From an optimization exercise on the open Yosys and OpenROAD flow, aimed at small area; shortcuts taken in it are not production practice. Only simulation tests tie the RTL to the original design; equivalence was not proved. No activity file was given, so power comes from the tool's default toggle rates.

// axi_bridge
module axi_bridge (
    input               axi_clk         ,
    input               axi_rst         ,
    input     [31:00]   axi_araddr      ,
    input     [02:00]   axi_arprot      ,
    output reg          axi_arready     ,
    input               axi_arvalid     ,
    output reg[31:00]   axi_rdata       ,
    input               axi_rready      ,
    output    [01:00]   axi_rresp       ,
    output reg          axi_rvalid      ,
    input     [31:00]   axi_awaddr      ,
    input     [02:00]   axi_awprot      ,
    output reg          axi_awready     ,
    input               axi_awvalid     ,
    input     [31:00]   axi_wdata       ,
    output reg          axi_wready      ,
    input     [03:00]   axi_wstrb       ,
    input               axi_wvalid      ,
    input               axi_bready      ,
    output    [01:00]   axi_bresp       ,
    output reg          axi_bvalid      ,
    output reg[31:00]   user_rd_data0   ,
    output reg[31:00]   user_rd_data1   ,
    output reg[31:00]   user_rd_data2   ,
    output reg[31:00]   user_rd_data3   ,
    output reg[31:00]   user_rd_data4   ,
    output reg[31:00]   user_rd_data5   ,
    output reg[31:00]   user_rd_data6   ,
    output reg[31:00]   user_rd_data7   ,
    input     [31:00]   user_wr_data0   ,
    input     [31:00]   user_wr_data1   ,
    input     [31:00]   user_wr_data2   ,
    input     [31:00]   user_wr_data3   ,
    input     [31:00]   user_wr_data4   ,
    input     [31:00]   user_wr_data5   ,
    input     [31:00]   user_wr_data6   ,
    input     [31:00]   user_wr_data7
);
Size in the first run: roughly 990 flip-flops, roughly 670 I/O pins, about 31,000 sq um of cells after synthesis.
clock: 5.0 ns
lec_check: 0
abc_area: 1
cap_margin: 20
core_margin: 2
core_utilization: 40
cts_buf_list: sky130_fd_sc_hd__clkbuf_4 sky130_fd_sc_hd__clkbuf_8
place_density: 0.6
slew_margin: 20
run.sh (not shown) runs the stock make flow with config.mk's settings and CLKGATE_MAP_FILE= SYNTH_SCRIPT=/design/flow/synth_recipe.tcl, a recipe that flattens the netlist after the stock synthesis.
Then changed:
- ABC_AREA: 1 -> default
- CTS_BUF_LIST: sky130_fd_sc_hd__clkbuf_4 sky130_fd_sc_hd__clkbuf_8 -> default
The changed run produced a clean layout.
Sequential power barely changes.
Final cell count decreases by about 22%.
Global-route usage shrinks by 2.4 points.
Cell area decreases by 2.4%.
Via count fell by 18%.
First-iteration DRC count shrinks by 4.4%.
Fmax came out lower by 8.7%.
Combinational power went down by about 10%.
Core utilization came out lower by 0.25 points.
Then changed:
==> flow/flow/run.sh (new file) <==
#!/bin/bash
# Standard layout, with the smallest buffer on the ports.
set -euo pipefail
export BUFFER_PORTS_ARGS="-buffer_cell sky130_fd_sc_hd__buf_1"
bash standard.sh finish > flow_make.log 2>&1
==> flow/standard.sh (new file) <==
#!/bin/bash
# synth_recipe.tcl (not shown) runs the flow's synth.tcl, then flattens the netlist and writes it again
# the make line also repeats each setting of config.mk as NAME=value (left out here)
make -C /OpenROAD-flow-scripts/flow DESIGN_CONFIG=/design/flow/config.mk WORK_HOME=/design/flow/orfs CLKGATE_MAP_FILE= SYNTH_SCRIPT=/design/flow/synth_recipe.tcl "${@:-finish}"
- ABC_AREA: default -> 1
- CTS_BUF_LIST: default -> sky130_fd_sc_hd__clkbuf_4 sky130_fd_sc_hd__clkbuf_8
removed: flow/run.sh
=>
- The changed run passed the timing, design-rule and antenna checks
- core utilization goes down by 5.0 points
- critical path depth goes up by 4
- clock skew goes up by 0.021 ns
- sequential cell count stays the same
- design area goes down by 7.4%


## run H
The RTL this note starts from:
==> flow/design.v <==
`timescale 1ns/1ps
module axi_bridge (
    input               axi_clk         ,
    input               axi_rst         ,
    input     [31:00]   axi_araddr      ,
    input     [02:00]   axi_arprot      ,
    output reg          axi_arready     ,
    input               axi_arvalid     ,
    output reg[31:00]   axi_rdata       ,
    input               axi_rready      ,
    output    [01:00]   axi_rresp       ,
    output reg          axi_rvalid      ,
    input     [31:00]   axi_awaddr      ,
    input     [02:00]   axi_awprot      ,
    output reg          axi_awready     ,
    input               axi_awvalid     ,
    input     [31:00]   axi_wdata       ,
    output reg          axi_wready      ,
    input     [03:00]   axi_wstrb       ,
    input               axi_wvalid      ,
    input               axi_bready      ,
    output    [01:00]   axi_bresp       ,
    output reg          axi_bvalid      ,
    output reg[31:00]   user_rd_data0   ,
    output reg[31:00]   user_rd_data1   ,
    output reg[31:00]   user_rd_data2   ,
    output reg[31:00]   user_rd_data3   ,
    output reg[31:00]   user_rd_data4   ,
    output reg[31:00]   user_rd_data5   ,
    output reg[31:00]   user_rd_data6   ,
    output reg[31:00]   user_rd_data7   ,
    input     [31:00]   user_wr_data0   ,
    input     [31:00]   user_wr_data1   ,
    input     [31:00]   user_wr_data2   ,
    input     [31:00]   user_wr_data3   ,
    input     [31:00]   user_wr_data4   ,
    input     [31:00]   user_wr_data5   ,
    input     [31:00]   user_wr_data6   ,
    input     [31:00]   user_wr_data7
);
    assign axi_rresp = 2'b00;
    assign axi_bresp = 2'b00;
    reg [255:0] smp_a, smp_b;
    always @(posedge axi_clk) begin
        smp_a <= {user_wr_data7, user_wr_data6, user_wr_data5, user_wr_data4,
                  user_wr_data3, user_wr_data2, user_wr_data1, user_wr_data0};
        smp_b <= smp_a;
    end
    reg  [2:0]  wa;       
    reg         wa_ok;    
    reg [31:0]  write_data;
    reg         write_evt;
    always @(posedge axi_clk or posedge axi_rst) begin
        if (axi_rst) begin
            axi_awready <= 1'b1;
            wa          <= 3'd0;
            wa_ok       <= 1'b1;
        end else begin
            axi_awready <= ~axi_awvalid;
            if (axi_awready && axi_awvalid && axi_awprot == 3'b000) begin
                wa    <= axi_awaddr[4:2];
                wa_ok <= (axi_awaddr[15:5] == 11'd0);
            end
        end
    end
    always @(posedge axi_clk or posedge axi_rst) begin
        if (axi_rst) begin
            axi_wready <= 1'b1;
            write_evt  <= 1'b0;
        end else begin
            axi_wready <= ~axi_wvalid;
            write_evt  <= axi_wready && axi_wvalid && axi_wstrb == 4'hF;
        end
    end
    always @(posedge axi_clk) begin
        if (axi_wready && axi_wvalid && axi_wstrb == 4'hF)
            write_data <= axi_wdata;
    end
    always @(posedge axi_clk or posedge axi_rst) begin
        if (axi_rst)
            axi_bvalid <= 1'b0;
        else if (write_evt)
            axi_bvalid <= 1'b1;
        else if (axi_bready && axi_bvalid)
            axi_bvalid <= 1'b0;
    end
    wire commit = axi_bvalid && axi_bready && wa_ok;
    reg         c0, c1, c2;       
    reg         v0, v1, v2;       
    reg  [2:0]  a0, a1, a2;
    reg [31:0]  e0, e1, e2;
    always @(posedge axi_clk or posedge axi_rst) begin
        if (axi_rst) c0 <= 1'b1;
        else         c0 <= 1'b0;
    end
    always @(posedge axi_clk) begin
        v0 <= commit;
        a0 <= wa;
        e0 <= write_data;
        c1 <= c0; v1 <= v0; a1 <= a0; e1 <= e0;
        c2 <= c1; v2 <= v1; a2 <= a1; e2 <= e1;
    end
    wire [31:0] e2m = c2 ? 32'd0 : e2;
    wire [7:0]  ld;
    genvar gk;
    generate
        for (gk = 0; gk < 8; gk = gk + 1) begin : g_ld
            assign ld[gk] = c2 || (v2 && a2 == gk);
        end
    endgenerate
    always @(posedge axi_clk) begin
        if (ld[0]) user_rd_data0 <= e2m;
        if (ld[1]) user_rd_data1 <= e2m;
        if (ld[2]) user_rd_data2 <= e2m;
        if (ld[3]) user_rd_data3 <= e2m;
        if (ld[4]) user_rd_data4 <= e2m;
        if (ld[5]) user_rd_data5 <= e2m;
        if (ld[6]) user_rd_data6 <= e2m;
        if (ld[7]) user_rd_data7 <= e2m;
    end
    wire [2:0] rw_w  = axi_araddr[4:2];
    wire       rd_hi = axi_araddr[5];
    wire       rd_ok = (axi_araddr[15:6] == 10'd0);
    wire       rd_lo = rd_ok && !rd_hi;
    wire       hit_c = commit && wa == rw_w;
    wire       hit_0 = v0 && a0 == rw_w;
    wire       hit_1 = v1 && a1 == rw_w;
    reg [31:0] smp_w;
    reg        q_b, q_e0, q_e1, q_e2;
    reg  [7:0] q_y;
    reg        rd_evt;
    always @(posedge axi_clk) begin
        smp_w <= smp_b[rw_w*32 +: 32];
        q_b   <= rd_ok && rd_hi;
        q_e0  <= rd_lo && hit_c;
        q_e1  <= rd_lo && !hit_c && !c0 && hit_0;
        q_e2  <= rd_lo && !hit_c && !c0 && !hit_0 && !c1 && hit_1;
        q_y   <= {8{rd_lo && !hit_c && !c0 && !hit_0 && !c1 && !hit_1}} & (8'd1 << rw_w);
    end
    wire [31:0] rd_val =
        ({32{q_b}}    & smp_w) |
        ({32{q_e0}}   & e0) |
        ({32{q_e1}}   & e1) |
        ({32{q_e2}}   & e2) |
        ({32{q_y[0]}} & user_rd_data0) |
        ({32{q_y[1]}} & user_rd_data1) |
        ({32{q_y[2]}} & user_rd_data2) |
        ({32{q_y[3]}} & user_rd_data3) |
        ({32{q_y[4]}} & user_rd_data4) |
        ({32{q_y[5]}} & user_rd_data5) |
        ({32{q_y[6]}} & user_rd_data6) |
        ({32{q_y[7]}} & user_rd_data7);
    always @(posedge axi_clk or posedge axi_rst) begin
        if (axi_rst) begin
            axi_arready <= 1'b1;
            rd_evt      <= 1'b0;
            axi_rvalid  <= 1'b0;
            axi_rdata   <= 32'd0;
        end else begin
            axi_arready <= ~axi_arvalid;
            rd_evt      <= axi_arready && axi_arvalid && axi_arprot == 3'b000;
            if (rd_evt)
                axi_rvalid <= 1'b1;
            else if (axi_rready && axi_rvalid)
                axi_rvalid <= 1'b0;
            if (rd_evt)
                axi_rdata <= rd_val;
        end
    end
endmodule
==> flow/config.mk <==
export PLATFORM = sky130hd
export DESIGN_NAME = axi_bridge
export DESIGN_NICKNAME = axi_bridge
export VERILOG_FILES = /design/flow/design.v
export SDC_FILE = /design/flow/constraint.sdc
export NUM_CORES = 4
export LEC_CHECK = 0
export CAP_MARGIN = 10
export CORE_MARGIN = 2
export CORE_UTILIZATION = 65
export PLACE_DENSITY = 0.8
export SLEW_MARGIN = 10
==> flow/constraint.sdc <==
create_clock -name core_clock -period 5.0 [get_ports {axi_clk}]
set_input_delay 1.0000 -clock core_clock [delete_from_list [all_inputs] [get_ports {axi_clk}]]
set_output_delay 1.0000 -clock core_clock [all_outputs]
set_load 0.01 [all_outputs]
standard.sh (not shown) runs the stock make flow with config.mk's settings and CLKGATE_MAP_FILE= SYNTH_SCRIPT=/design/flow/synth_recipe.tcl, a recipe that flattens the netlist after the stock synthesis.
==> flow/flow/run.sh <==
#!/bin/bash
set -euo pipefail
export BUFFER_PORTS_ARGS="-buffer_cell sky130_fd_sc_hd__buf_1"
export CTS_ARGS="-sink_clustering_enable -repair_clock_nets -dont_use_dummy_load -sink_clustering_size 17 -sink_clustering_max_diameter 70 -buf_list sky130_fd_sc_hd__clkbuf_8"
bash standard.sh finish > flow_make.log 2>&1
Relative to run H, the following input files were edited for run Y:
- swapping 10 for 20 in SLEW_MARGIN
- swapping 10 for 20 in CAP_MARGIN
- swapping 0.8 for 0.6 in PLACE_DENSITY
- swapping 65 for 40 in CORE_UTILIZATION
==> flow/flow/run.sh <==
#!/bin/bash
# Standard layout, with the smallest buffer on the ports and a clock tree
# of larger sink clusters without dummy loads.
set -euo pipefail
export BUFFER_PORTS_ARGS="-buffer_cell sky130_fd_sc_hd__buf_1"
export CTS_ARGS="-sink_clustering_enable -repair_clock_nets -dont_use_dummy_load -sink_clustering_size 30 -sink_clustering_max_diameter 100"
bash standard.sh finish > flow_make.log 2>&1
Notes after the runs:
- The placer congestion estimate reported for run Y is smaller than that of run H by 1.0%.
- Looking at worst-case headroom to the max-slew limit across run Y and run H, the one that comes out lower is run H.
- Cmp run Y and run H / register-to-register slack / lower: run H
- No run among run Y and run H stopped early or left any final violation; all are clean.

==> static timing again, ports no longer ideal <==
No port has a modelled driver above. Below, the same layouts with a new extraction and two added sets of constraints. Step 1 (the two cells are an assumption about what drives the block):
set clk [get_ports {axi_clk}]
set_driving_cell -lib_cell sky130_fd_sc_hd__clkbuf_16 $clk
set_driving_cell -lib_cell sky130_fd_sc_hd__buf_2 [delete_from_list [all_inputs] $clk]
Step 2, shift: input delay + t, output delay - t, t = (earliest + latest rising clock arrival at the registers) / 2. This alone moves slack from input paths to output paths. Slacks: ideal ports / drivers / drivers and shift; pairs: ideal ports / drivers.
run | t, ns | setup WS [ns] | hold slack, ns | worst register clock-pin slew, ns
the first run of note 1 | 0.843 | 2.008 / 2.023 / 1.180 | 0.314 / 0.314 / 0.314 | 0.07 / 0.07
the second run of note 1 | 0.703 | 1.724 / 1.750 / 1.047 | 0.311 / 0.311 / 0.311 | 0.07 / 0.07
the third run of note 1 | 0.855 | 2.151 / 2.150 / 1.295 | 0.267 / 0.230 / 0.319 | 0.07 / 0.07
run H | 0.698 | 2.361 / 2.361 / 1.985 | 0.307 / 0.307 / 0.307 | 0.11 / 0.11
run Y | 0.630 | 2.580 / 2.614 / 1.984 | 0.286 / 0.286 / 0.286 | 0.12 / 0.12
After both steps setup and hold are still met in every run listed. For the third run of note 1, which loses most, drivers alone change the setup slack by -0.001 ns; drivers and shift together by -0.856 ns.
